This design comes from an exercise in tuning for small area on the open sky130 flow, not from production work. Only simulation tests tie the RTL to the original design; equivalence was not proved.

==> flow/design.v (excerpt) <==
module UART_TOP(
    input                I_CLK,
    input                I_RESET_N,
    input [3:0]          I_BAUD_RATE,
    input                I_BCLK_MODE,  
    input                I_CNT_EN,   
    input                I_CNT_LOAD,   
    input                I_PARITY_TYPE, 
    input                I_PARITY_EN,
    input                I_WR_EN,       
    input                I_RD_EN,       
    input [7:0]          I_WDATA,
    input                I_RX_IN,
    output logic        O_TX_OUT,
    output logic        O_RX_FULL,
    output logic        O_TX_EMPTY,
    output logic [15:0] O_RDATA,
    output logic        O_PARITY_ERR,
    output logic        O_RX_EMPTY
);
Size in the first run: roughly 310 flip-flops.
==> module BAUD_GEN, before the edit <==
module BAUD_GEN (
    input        I_CLK,
    input        I_RESET_N,
    input  [3:0] I_BAUD_RATE,
    input        I_BCLK_MODE,
    input        I_CNT_EN,
    input        I_CNT_LOAD,
    output logic O_BCLK
);
logic [8:0] cnt_reg;
logic [8:0] divisor;
always_comb begin
    case ({I_BCLK_MODE, I_BAUD_RATE[1:0]})
        3'b000: divisor = 9'b011100001;  
        3'b001: divisor = 9'b100101010;  
        3'b010: divisor = 9'b010101110;  
        3'b011: divisor = 9'b011000101;  
        3'b100: divisor = 9'b000101011;  
        3'b101: divisor = 9'b010101111;  
        3'b110: divisor = 9'b010010011;  
        default: divisor = 9'b110110011;  
    endcase
end
wire zero = ~|cnt_reg;
always_ff @(posedge I_CLK or negedge I_RESET_N) begin
    if (!I_RESET_N)
        cnt_reg <= '0;
    else if (I_CNT_EN)
        cnt_reg <= (I_CNT_LOAD | zero) ? divisor : {cnt_reg[7:0], ~(cnt_reg[8] ^ cnt_reg[3])};
end
assign O_BCLK = zero & I_CNT_EN;
endmodule
clock: 20.0 ns
lec_check: 0
cap_margin: 20
core_margin: 2
core_utilization: 40
slew_margin: 20
standard.sh (not shown) runs the stock make flow with config.mk's settings and CLKGATE_MAP_FILE= SYNTH_SCRIPT=/design/flow/synth_recipe.tcl, a recipe that flattens the netlist after the stock synthesis.
==> flow/flow/run.sh <==
#!/bin/bash
# The standard layout (standard.sh), with these changes in how the layout
# is made:
#  - synthesis: flow/synth_area.tcl sources synth_recipe.tcl unchanged but has
#    Yosys's abc pass use the area-oriented ABC script flow/area.abc, and
#    ADDER_MAP_FILE is left empty so adders are mapped by ABC with the rest
#    of the logic instead of as separate half/full-adder cells. Registers are
#    mapped and named as in the standard synthesis.
#  - port buffering uses the smallest buffer (buf_1);
#  - clock tree synthesis clusters up to 30 sinks per leaf buffer
#    (clkbuf_16) within a 200 um diameter, uses clkbuf_4 for the root and
#    the branches above the leaf buffers, and inserts no dummy loads.
# make's full output goes to flow_make.log; each ORFS step (Yosys, OpenROAD)
# writes its own log under orfs/logs/.
set -euo pipefail
HERE=$(pwd)
export FLOW_SYNTH_TCL="$HERE/synth_recipe.tcl"
export FLOW_ABC_SCRIPT="$HERE/flow/area.abc"
export BUFFER_PORTS_ARGS="-buffer_cell sky130_fd_sc_hd__buf_1"
export CTS_ARGS="-sink_clustering_enable -repair_clock_nets -sink_clustering_size 30 -sink_clustering_max_diameter 200 -dont_use_dummy_load -root_buf sky130_fd_sc_hd__clkbuf_4 -tree_buf sky130_fd_sc_hd__clkbuf_4 -sink_clustering_buffer sky130_fd_sc_hd__clkbuf_16 -buf_list {sky130_fd_sc_hd__clkbuf_4 sky130_fd_sc_hd__clkbuf_16}"
bash standard.sh SYNTH_SCRIPT="$HERE/flow/synth_area.tcl" ADDER_MAP_FILE= finish > flow_make.log 2>&1
==> flow/flow/area.abc <==
strash
&get -n
&deepsyn -I 4 -J 50
&put
if -K 4 -a
mfs2 -a
strash
dc2
dch -f
amap -F 8 -A 8
==> flow/flow/synth_area.tcl <==
# The standard synthesis (synth_recipe.tcl, sourced unchanged), except
# that Yosys's abc pass maps the combinational logic with the area-oriented
# ABC script flow/area.abc instead of ORFS's speed script. Registers are
# mapped by dfflibmap as in the standard synthesis and keep their names.
proc abc {args} {
  set i [lsearch $args -script]
  if {$i >= 0} { lset args [expr {$i + 1}] $::env(FLOW_ABC_SCRIPT) }
  yosys abc {*}$args
}
source $::env(FLOW_SYNTH_TCL)
==> next run, changes <==
--- a/flow/design.v
+++ b/flow/design.v
@@ -8,28 +8,29 @@
     input        I_CNT_LOAD,
     output logic O_BCLK
 );
+localparam logic [8:0] END_STATE = 9'b000000000;
 logic [8:0] cnt_reg;
 logic [8:0] divisor;
 always_comb begin
     case ({I_BCLK_MODE, I_BAUD_RATE[1:0]})
-        3'b000: divisor = 9'b011100001;  
-        3'b001: divisor = 9'b100101010;  
-        3'b010: divisor = 9'b010101110;  
-        3'b011: divisor = 9'b011000101;  
-        3'b100: divisor = 9'b000101011;  
-        3'b101: divisor = 9'b010101111;  
-        3'b110: divisor = 9'b010010011;  
-        default: divisor = 9'b110110011;  
+        3'b000: divisor = 9'b000110111;  
+        3'b001: divisor = 9'b101001001;  
+        3'b010: divisor = 9'b000101101;  
+        3'b011: divisor = 9'b010011001;  
+        3'b100: divisor = 9'b001110110;  
+        3'b101: divisor = 9'b101001101;  
+        3'b110: divisor = 9'b100010001;  
+        default: divisor = 9'b000010010;  
     endcase
 end
-wire zero = ~|cnt_reg;
+wire at_end = (cnt_reg == END_STATE);
 always_ff @(posedge I_CLK or negedge I_RESET_N) begin
     if (!I_RESET_N)
-        cnt_reg <= '0;
+        cnt_reg <= END_STATE;
     else if (I_CNT_EN)
-        cnt_reg <= (I_CNT_LOAD | zero) ? divisor : {cnt_reg[7:0], ~(cnt_reg[8] ^ cnt_reg[3])};
+        cnt_reg <= (I_CNT_LOAD | at_end) ? divisor : {cnt_reg[7:0], ~(cnt_reg[4] ^ cnt_reg[8])};
 end
-assign O_BCLK = zero & I_CNT_EN;
+assign O_BCLK = at_end & I_CNT_EN;
 endmodule
 `timescale 1ns/1ps
 module FIFO_SYNC (
Design area came out lower by 0.41%.
Register-to-register slack gets worse by 460 ps.
Count of clock-buffer cells in the layout does not change.
Setup slack gets worse by 220 ps.
Global-route usage came out higher by 0.15 points.

[afterwards: timing with drivers on the ports]
The flow's constraints put no driver on any port. The routed layouts listed below were extracted and timed again, unchanged, in two steps. Step 1 sets driving cells, clkbuf_16 on the clock port and buf_2 on the other inputs (assumed; they add their load-dependent delay and slew). Step 2 also shifts input and output timing later by t, the mid clock arrival at the registers, as if the neighbouring blocks saw the same clock. Slacks: ideal ports / drivers / drivers and shift; pairs: ideal ports / drivers.
run | t, ns | setup slack, ns | worst setup path after step 2 | clock arrival spread, ns
the first run | 0.700 | 10.685 / 10.658 / 10.658 | input to output | 0.057 / 0.057
the second run | 0.703 | 10.465 / 10.440 / 10.440 | input to output | 0.148 / 0.148
After both steps every run listed still meets setup and hold. For the first run, which loses most, drivers alone change the setup slack by -0.027 ns; drivers and shift together by -0.027 ns.
